Background: an optimization exercise with open tools, aiming at small area. Do not read the settings as production practice.
Function was checked by simulation only, so behaviour that the tests miss may differ from the original.
Power figures rest on the tool's default switching activity, not on a simulated workload.

==> design.v <==
module dataPath(
	input IRload,JMPmux, PCload, Meminst, MemWr, Aload, Reset, Clock, Sub,In,
	input [1:0] Asel,
	input [7:0] Input,
	output Aeq0, Apos,
	output [4:0] Address,
	output wire [2:0] IR,
	output [7:0] Output, RAM_Q);
	reg [7:0] ir, a, q;
	reg [4:0] pc;
	reg [7:0] mem [0:31];
	function [7:0] init_val(input integer w);
		case (w)
			0: init_val = 8'b10000000;  1: init_val = 8'b00111110;
			2: init_val = 8'b10000000;  3: init_val = 8'b00111111;
			4: init_val = 8'b00011110;  5: init_val = 8'b01111111;
			6: init_val = 8'b10110000;  7: init_val = 8'b11001100;
			8: init_val = 8'b00011111;  9: init_val = 8'b01111110;
			10: init_val = 8'b00111111; 11: init_val = 8'b11000100;
			12: init_val = 8'b00011110; 13: init_val = 8'b01111111;
			14: init_val = 8'b00111110; 15: init_val = 8'b11000100;
			16: init_val = 8'b00011110; 17: init_val = 8'b11111111;
			default: init_val = 8'b00000000;
		endcase
	endfunction
	wire [4:0] addr_n;
	genvar g, k;
	generate for (g = 0; g < 5; g = g + 1) begin : am
		mux2i u_m(.a0(pc[g]), .a1(ir[g]), .s(Meminst), .y(addr_n[g]));
		inv u_i(.a(addr_n[g]), .y(Address[g]));
	end endgenerate
	assign IR = ir[7:5];
	assign Output = a;
	assign Aeq0 = (a == 8'd0);
	assign Apos = ~a[7];
	assign RAM_Q = q;
	wire [31:0] rsel, wen;
	wire hold;
	dec u_dec(.a(Address), .an(addr_n), .In(In), .MemWr(MemWr), .rsel(rsel), .hold(hold), .wen(wen));
	wire [7:0] d0 = {8{In}} & a;
	wire [7:0] d1 = {8{~In}} | a;
	generate for (g = 0; g < 32; g = g + 1) begin : word
		for (k = 0; k < 8; k = k + 1) begin : b
			always @(posedge Clock)
				if (wen[g])
					mem[g][k] <= (g <= 17 || g >= 30) ? (init_val(g) >> k & 1 ? d1[k] : d0[k]) : a[k];
		end
	end endgenerate
	wire [7:0] q_next;
	generate for (g = 0; g < 8; g = g + 1) begin : rbit
		wire [32:0] d, s;
		for (k = 0; k < 32; k = k + 1) begin : t
			assign d[k] = mem[k][g];
		end
		assign d[32] = q[g];
		assign s = {hold, rsel};
		wire [10:0] nt;
		for (k = 0; k < 11; k = k + 1) begin : a
			aoi222 u(.a1(s[3*k]), .b1(d[3*k]), .a2(s[3*k+1]), .b2(d[3*k+1]), .a3(s[3*k+2]), .b3(d[3*k+2]), .y(nt[k]));
		end
		nand11 n(.x(nt), .y(q_next[g]));
	end endgenerate
	always @(posedge Clock) q <= q_next;
	always @(posedge Clock, posedge Reset)
		if (Reset) ir <= 8'd0;
		else if (IRload) ir <= q;
	wire [4:0] pc_inc;
	wire pc_jmp;
	pcnext u_pc(.pc(pc), .PCload(PCload), .JMPmux(JMPmux), .jmp(pc_jmp), .y(pc_inc));
	always @(posedge Clock, posedge Reset)
		if (Reset) pc <= 5'd0;
		else pc <= pc_jmp ? ir[4:0] : pc_inc;
	wire [7:0] a_next;
	alu u_alu(.a(a), .q(q), .in(Input), .Asel(Asel), .Sub(Sub), .Aload(Aload), .y(a_next));
	always @(posedge Clock, posedge Reset)
		if (Reset) a <= 8'd0;
		else a <= a_next;
endmodule
module dec(input [4:0] a, an, input In, MemWr, output [31:0] rsel, output hold, output [31:0] wen);
	wire [7:0] nhi;
	wire [3:0] nlo_r, nlo_w;
	predec u_pre(.a(a), .an(an), .In(In), .MemWr(MemWr), .nhi(nhi), .nlo_r(nlo_r), .nlo_w(nlo_w), .hold(hold));
	genvar w;
	generate for (w = 0; w < 32; w = w + 1) begin : d
		nor2 u_r(.a(nlo_r[w % 4]), .b(nhi[w / 4]), .y(rsel[w]));
		if (w <= 17 || w >= 30) begin : init
			o21ai u_w(.a1(nlo_w[w % 4]), .a2(nhi[w / 4]), .b1(In), .y(wen[w]));
		end else begin : plain
			nor2 u_w(.a(nlo_w[w % 4]), .b(nhi[w / 4]), .y(wen[w]));
		end
	end endgenerate
endmodule
module predec(input [4:0] a, an, input In, MemWr, output [7:0] nhi, output [3:0] nlo_r, nlo_w, output hold);
	wire mwn;
	genvar j;
	inv u_mw(.a(MemWr), .y(mwn));
	nand2 u_hold(.a(In), .b(mwn), .y(hold));
	generate for (j = 0; j < 8; j = j + 1) begin : h
		nand3 u(.a(j & 1 ? a[2] : an[2]), .b(j & 2 ? a[3] : an[3]), .c(j & 4 ? a[4] : an[4]), .y(nhi[j]));
	end
	for (j = 0; j < 4; j = j + 1) begin : l
		nand4 u_r(.a(In), .b(mwn), .c(j & 1 ? a[0] : an[0]), .d(j & 2 ? a[1] : an[1]), .y(nlo_r[j]));
		nand4 u_w(.a(In), .b(MemWr), .c(j & 1 ? a[0] : an[0]), .d(j & 2 ? a[1] : an[1]), .y(nlo_w[j]));
	end endgenerate
endmodule
module mux2i(input a0, a1, s, output y);
	assign y = ~(s ? a1 : a0);
endmodule
module inv(input a, output y);
	assign y = ~a;
endmodule
module nand2(input a, b, output y);
	assign y = ~(a & b);
endmodule
module nand3(input a, b, c, output y);
	assign y = ~(a & b & c);
endmodule
module nand4(input a, b, c, d, output y);
	assign y = ~(a & b & c & d);
endmodule
module nor2(input a, b, output y);
	assign y = ~(a | b);
endmodule
module o21ai(input a1, a2, b1, output y);
	assign y = ~((a1 | a2) & b1);
endmodule
module alu(input [7:0] a, q, in, input [1:0] Asel, input Sub, Aload, output [7:0] y);
	wire sg, eq, ei, ka, arith;
	alusel u_sel(.Asel(Asel), .Aload(Aload), .Sub(Sub), .arith(arith), .sg(sg), .eq(eq), .ei(ei), .ka(ka));
	wire [7:0] c;
	genvar i;
	generate for (i = 0; i < 8; i = i + 1) begin : b
		wire x, yv;
		and2 u_a(.a(a[i]), .b(ka), .y(x));
		if (i == 0) begin : z
			wire m;
			ao22 u_y(.a1(q[i]), .a2(eq), .b1(in[i]), .b2(ei), .y(yv));
			xor2 u_s(.a(x), .b(yv), .y(y[i]));
			mux2c u_m(.a0(Sub), .a1(a[i]), .s(q[i]), .en(arith), .y(c[1]));
		end else begin : n
			wire qx;
			xor2 u_x(.a(q[i]), .b(sg), .y(qx));
			ao22 u_y(.a1(qx), .a2(eq), .b1(in[i]), .b2(ei), .y(yv));
			if (i < 7) begin : f
				fadd u_f(.a(x), .b(yv), .ci(c[i]), .s(y[i]), .co(c[i+1]));
			end else begin : l
				wire p;
				xor2 u_p(.a(x), .b(yv), .y(p));
				xor2 u_s(.a(p), .b(c[i]), .y(y[i]));
			end
		end
	end endgenerate
endmodule
module alusel(input [1:0] Asel, input Aload, Sub, output arith, sg, eq, ei, ka);
	assign arith = Aload & ~Asel[1] & ~Asel[0];     
	assign sg = Sub & arith;                       
	assign eq = Aload & (Asel[1] | ~Asel[0]);     
	assign ei = Aload & ~Asel[1] & Asel[0];       
	assign ka = ~(Aload & (Asel[1] | Asel[0]));   
endmodule
module mux2c(input a0, a1, s, en, output y);
	assign y = en & (s ? a1 : a0);
endmodule
module and2(input a, b, output y);
	assign y = a & b;
endmodule
module ao22(input a1, a2, b1, b2, output y);
	assign y = (a1 & a2) | (b1 & b2);
endmodule
module pcnext(input [4:0] pc, input PCload, JMPmux, output jmp, output [4:0] y);
	wire inc;
	pcsel u_sel(.PCload(PCload), .JMPmux(JMPmux), .jmp(jmp), .inc(inc));
	wire [5:0] c;
	assign c[0] = inc;
	genvar i;
	generate for (i = 0; i < 5; i = i + 1) begin : b
		if (i < 4) begin : h
			hadd u_h(.a(pc[i]), .b(c[i]), .s(y[i]), .co(c[i+1]));
		end else begin : x
			xor2 u_x(.a(pc[i]), .b(c[i]), .y(y[i]));
		end
	end endgenerate
endmodule
module pcsel(input PCload, JMPmux, output jmp, inc);
	assign jmp = PCload & JMPmux;
	assign inc = PCload & ~JMPmux;
endmodule
module hadd(input a, b, output s, co);
	assign {co, s} = a + b;
endmodule
module xor2(input a, b, output y);
	assign y = a ^ b;
endmodule
module fadd(input a, b, ci, output s, co);
	assign {co, s} = a + b + ci;
endmodule
module aoi222(input a1, b1, a2, b2, a3, b3, output y);
	assign y = ~((a1 & b1) | (a2 & b2) | (a3 & b3));
endmodule
module nand11(input [10:0] x, output y);
	assign y = ~&x;
endmodule
==> flow/run.sh <==
#!/bin/bash
# The standard layout, with these changes: the port buffers are buf_1 cells instead of the
# clkdlybuf4s50_1 that buffer_ports picks by default, the buffers that abc left in the netlist
# are removed before placement, and CTS builds the tree from small clock buffers and adds no
# dummy loads.
set -euo pipefail
export REMOVE_ABC_BUFFERS=1
export BUFFER_PORTS_ARGS="-buffer_cell sky130_fd_sc_hd__buf_1"
export CTS_ARGS="-sink_clustering_enable -repair_clock_nets -buf_list sky130_fd_sc_hd__clkbuf_4 -sink_clustering_size 11 -sink_clustering_max_diameter 50 -dont_use_dummy_load"
bash standard.sh > standard.log 2>&1
==> standard.sh <==
#!/bin/bash
# synth_recipe.tcl (not shown) runs the flow's synth.tcl, then flattens the netlist and writes it again
# the make line also repeats each setting of config.mk as NAME=value (left out here)
make -C /OpenROAD-flow-scripts/flow DESIGN_CONFIG=/design/flow/config.mk WORK_HOME=/design/flow/orfs CLKGATE_MAP_FILE= SYNTH_SCRIPT=/design/flow/synth_recipe.tcl "${@:-finish}"
==> config.mk <==
export PLATFORM = sky130hd
export DESIGN_NAME = dataPath
export DESIGN_NICKNAME = dataPath
export VERILOG_FILES = /design/flow/design.v
export SDC_FILE = /design/flow/constraint.sdc
export NUM_CORES = 4
export LEC_CHECK = 0
export CAP_MARGIN = 0
export CORE_MARGIN = 2
export CORE_UTILIZATION = 70
export GPL_TIMING_DRIVEN = 0
export SETUP_SLACK_MARGIN = 0.05
export SLEW_MARGIN = 0
export SYNTH_HIERARCHICAL = 1
==> constraint.sdc <==
create_clock -name core_clock -period 4.0 [get_ports {Clock}]
set_input_delay 0.8000 -clock core_clock [delete_from_list [all_inputs] [get_ports {Clock}]]
set_output_delay 0.8000 -clock core_clock [all_outputs]
set_load 0.01 [all_outputs]
==> results.yml <==
run_status:
  status: "finished clean"
setup_path:
  crit_path_max_incr_delay_ns: 0.42
  critPathMaxFanout: 7
  worstPathCellList: "buf_1, nor3b_2, and2_2, xor2_1, a22o_1, fa_1, fa_1, fa_1, fa_1, fa_1, fa_1, xor2_1"
  crit_required_ns: 4.56
  worst-path-stages: 12
  crit_top_cell: "fa_1"
  worst-r2r-cell-count: 9
  crit_path_end_kind: "flip-flop"
  worstPathArrival_ns: 4.35
  crit_type: "input pin to flip-flop"
  startpoint_type: "input pin"
  critPathTopFamily: "adder cells"
  crit_path_top_delay_cell: "fa_1"
  path_buf_inv: 1
sta:
  slew_headroom: 0.371
  setup_tns_ns: 0
  finalCritPeriodShare: 0.948
  worstMarginPinSlew_ns: 0.935
  rsz0062_at_grt: "no"
  drv_slew: 0
  setup_viol: 0
  holdWs_ns: 0.242
  worst_slack_ns: 0.209
  skew_ns: 0.0283
  clock.fmax_mhz: 264
  hold_violations: 0
  finalCriticalPeriod_ns: 3.79
placement:
  gp_congestion: 0.868
  placed_area_um2: 11000
  pre_cts_slack_ns: -0.555
  place_inst: 811
  portBuffers: 45
  hpwl_mm: 16.8
clock_tree:
  post_cts_buffers: 0
  h-tree-depth: 1
  cts.clk_slew.worst_paths_ns: 0.12
  clk_latency_ns: 0.69
  cts_buffers: 29
  tritoncts: "built"
  clockRootBuffer: "clkbuf_4"
  cts_sinks: 285
  cts_buffer_depth: 3
yosys:
  netlist_area_um2: 10600
  ys_types: 31
  postSynthAreaPerCell_um2: 18.3
  yosysWarnings: 8
  ys_seq_area_frac: 0.787
  ys_seq_elements: 285
  syn_inst: 583
cells_and_area:
  syn_to_final_growth_pct: 5.60
  seqCellArea_um2: 8370
  multi_input_area_um2: 2200
  final_core_util: 0.747
  drive_above_1_share: 0.0629
  nNetsFinal: 684
  instances_no_fill: 841
  fin_area_um2: 11200
  fillCellCount: 907
floorplanning:
  core_region_area_um2: 15000
  die_h_um: 127
  die_w_um: 127
  die_area_um2: 16200
  start_util: 0.708
  core.rowCount: 45
  boundaryPins: 46
power:
  power.total_mw: 6.70
  ir_drop_v: 0.000357
  p_per_area_nw_per_um2: 596
  leakagePower_nw: 3.76
global_routing:
  grt.total_usage: 0.322
  gr-total-overflow: 0
  antenna_found_initial: 2
  grt_pass1_wl_mm: 37.2
  grt_pass1_vias: 6037
  grt_max_degree: 46
route:
  first_pass_iters: 6
  routed_via_density: 7.53
  wl_per_cell_um: 30.5
  dr.first_iter.drc_count: 1209
  route.detailed.drc: 0
  antenna_left: 0
  wirelength_mm: 25.6
  vias: 6329
flow_run:
  drv_cap: 0
worst_hold_path:
  hold_path.class: "input pin to async pin"
-- cell families (layout without fill, tap and decap cells) --
group,after synthesis,after routing,synth area share
adder cells (fa/ha/maj),10,10,0.0160
AO/OA/AOI/OAI,118,118,0.100
multiplexers,19,19,0.0194
flip-flops,285,285,0.787
other,0,1,0
XOR/XNOR,11,11,0.00905
AND/OR/NAND/NOR,126,126,0.0626
buffers and inverters,14,83,0.00611
-- final timing paths --
| check | start | endpoint | slack [ns] |
|---|---|---|---|
| worst min register to register | ir[7] | ir[7] | 0.52 |
| worst min-delay path | Reset | a[5] | 0.24 |
| worst max-delay path | Aload | a[7] | 0.21 |
| min in group core_clock | Input[0] | a[0] | 0.42 |
| worst max register to register | a[0] | a[7] | 0.25 |
| max in group asynchronous | Reset | ir[4] | 3.24 |
-- worst reg2reg max path: stages, from the launching register on --
cell	delay, ns
dfrtp_1	0.70
mux2i_1	0.29
nor2b_1	0.09
fa_1	0.38
fa_1	0.40
fa_1	0.42
fa_1	0.42
fa_1	0.39
fa_1	0.38
xor2_1	0.17
-- power by group --
part / leakage (nW) / switching [mW] / internal, mW / total [mW]
clock network: 0.133 / 0.815 / 0.333 / 1.15
registers: 2.76 / 0.428 / 3.96 / 4.39
logic: 0.858 / 0.813 / 0.346 / 1.16
total: 3.76 / 2.06 / 4.64 / 6.70
-- Yosys stat by module (local to each module, per instance), a selection --
module	times used	flops+latches
alusel	1	0
and2	8	0
aoi222	88	0
fadd	6	0
hadd	4	0
inv	6	0
mux2c	1	0
mux2i	5	0
nand11	8	0
nand2	1	0
nand3	8	0
nand4	8	0
o21ai	20	0
pcsel	1	0
xor2	11	0
-- layout by cell type, fill, tap and decap left out --
cell / instances
a21boi_0: 1
a222oi_1: 88
a22o_1: 8
and2_1: 15
and2_2: 3
and2b_2: 1
and3_2: 1
buf_1: 44
buf_2: 1
clkbuf_4: 29
dfrtp_1: 21
dfxtp_1: 8
diode_2: 1
edfxtp_1: 256
fa_1: 6
ha_1: 4
inv_1: 9
mux2_1: 8
mux2_2: 5
mux2i_1: 6
nand2_1: 2
nand2b_1: 7
nand3_1: 16
nand4_1: 24
nor2_1: 45
nor2b_1: 1
nor3b_2: 1
o21ai_0: 1
o21ai_1: 20
or3_1: 8
or4_1: 2
xor2_1: 11
-- final cells by class --
class,count,area share
Sequential cell,285,0.745
Multi-Input combinational cell,284,0.196
Tap cell,188,0.0209
Clock buffer,29,0.0194
Timing Repair Buffer,45,0.0151
Inverter,9,0.00301
Antenna cell,1,0.000223
-- routing by layer --
layer	track usage	vias up	routed length (um)
li1	-	2650	-
met1	0.445	3138	9060
met2	0.522	469	12500
met3	0.0796	70	3240
met4	0.0989	2	842
met5	0	-	7
-- synthesized netlist by cell type (all sizes together) --
cell / n / area (um2)
and2: 18 / 115
and2b: 1 / 8.76
nand2: 2 / 7.51
mux2: 13 / 146
o21ai: 21 / 105
a21boi: 1 / 7.51
nor2: 45 / 169
or3: 8 / 50.1
a222oi: 88 / 881
fa: 6 / 120
dfrtp: 21 / 526
nand3: 16 / 80.1
ha: 4 / 50.1
xor2: 11 / 96.3
and3: 1 / 7.51
nor2b: 1 / 6.26
clkbuf: 1 / 3.75
dfxtp: 8 / 160
nor3b: 1 / 12.5
a22o: 8 / 70.1
buf: 4 / 27.5
nand4: 24 / 150
or4: 2 / 15.0
inv: 9 / 33.8
nand2b: 7 / 43.8
mux2i: 6 / 60.1
edfxtp: 256 / 7690
-- what timing repair did --
item,CTS,global route
hold buffers,0,0
endpoints found under the setup margin,0,1
resized for setup,0,1
-- registers in the layout (all words and copies together) (netlist names) --
register / cells
mem: 256
ir: 8
a: 8
pc: 5
q: 8

## re-timing with driven ports
In the flow no input, the clock included, has a driving cell. The finished layout below was timed again as built, in two steps. Step 1: set_driving_cell puts a clkbuf_16 on Clock and a buf_2 on each other input, an assumption about the parent block. Step 2, shift: input delay + t, output delay - t, t = (earliest + latest rising clock arrival at the registers) / 2. This alone moves slack from input paths to output paths. Slacks: ideal / step 1 / step 2; pairs: ideal / step 1.
t, ns: 0.714
setup slack, ns: 0.209 / 0.220 / -0.494
hold WS [ns]: 0.242 / 0.225 / 0.522
latest minus earliest clock arrival (ns): 0.036 / 0.036
slew at the worst register clock pin (ns): 0.12 / 0.12
With both steps, setup timing fails in this run, where it was met with ideal ports. For this run, drivers alone change the setup slack by +0.011 ns; drivers and shift together by -0.703 ns.
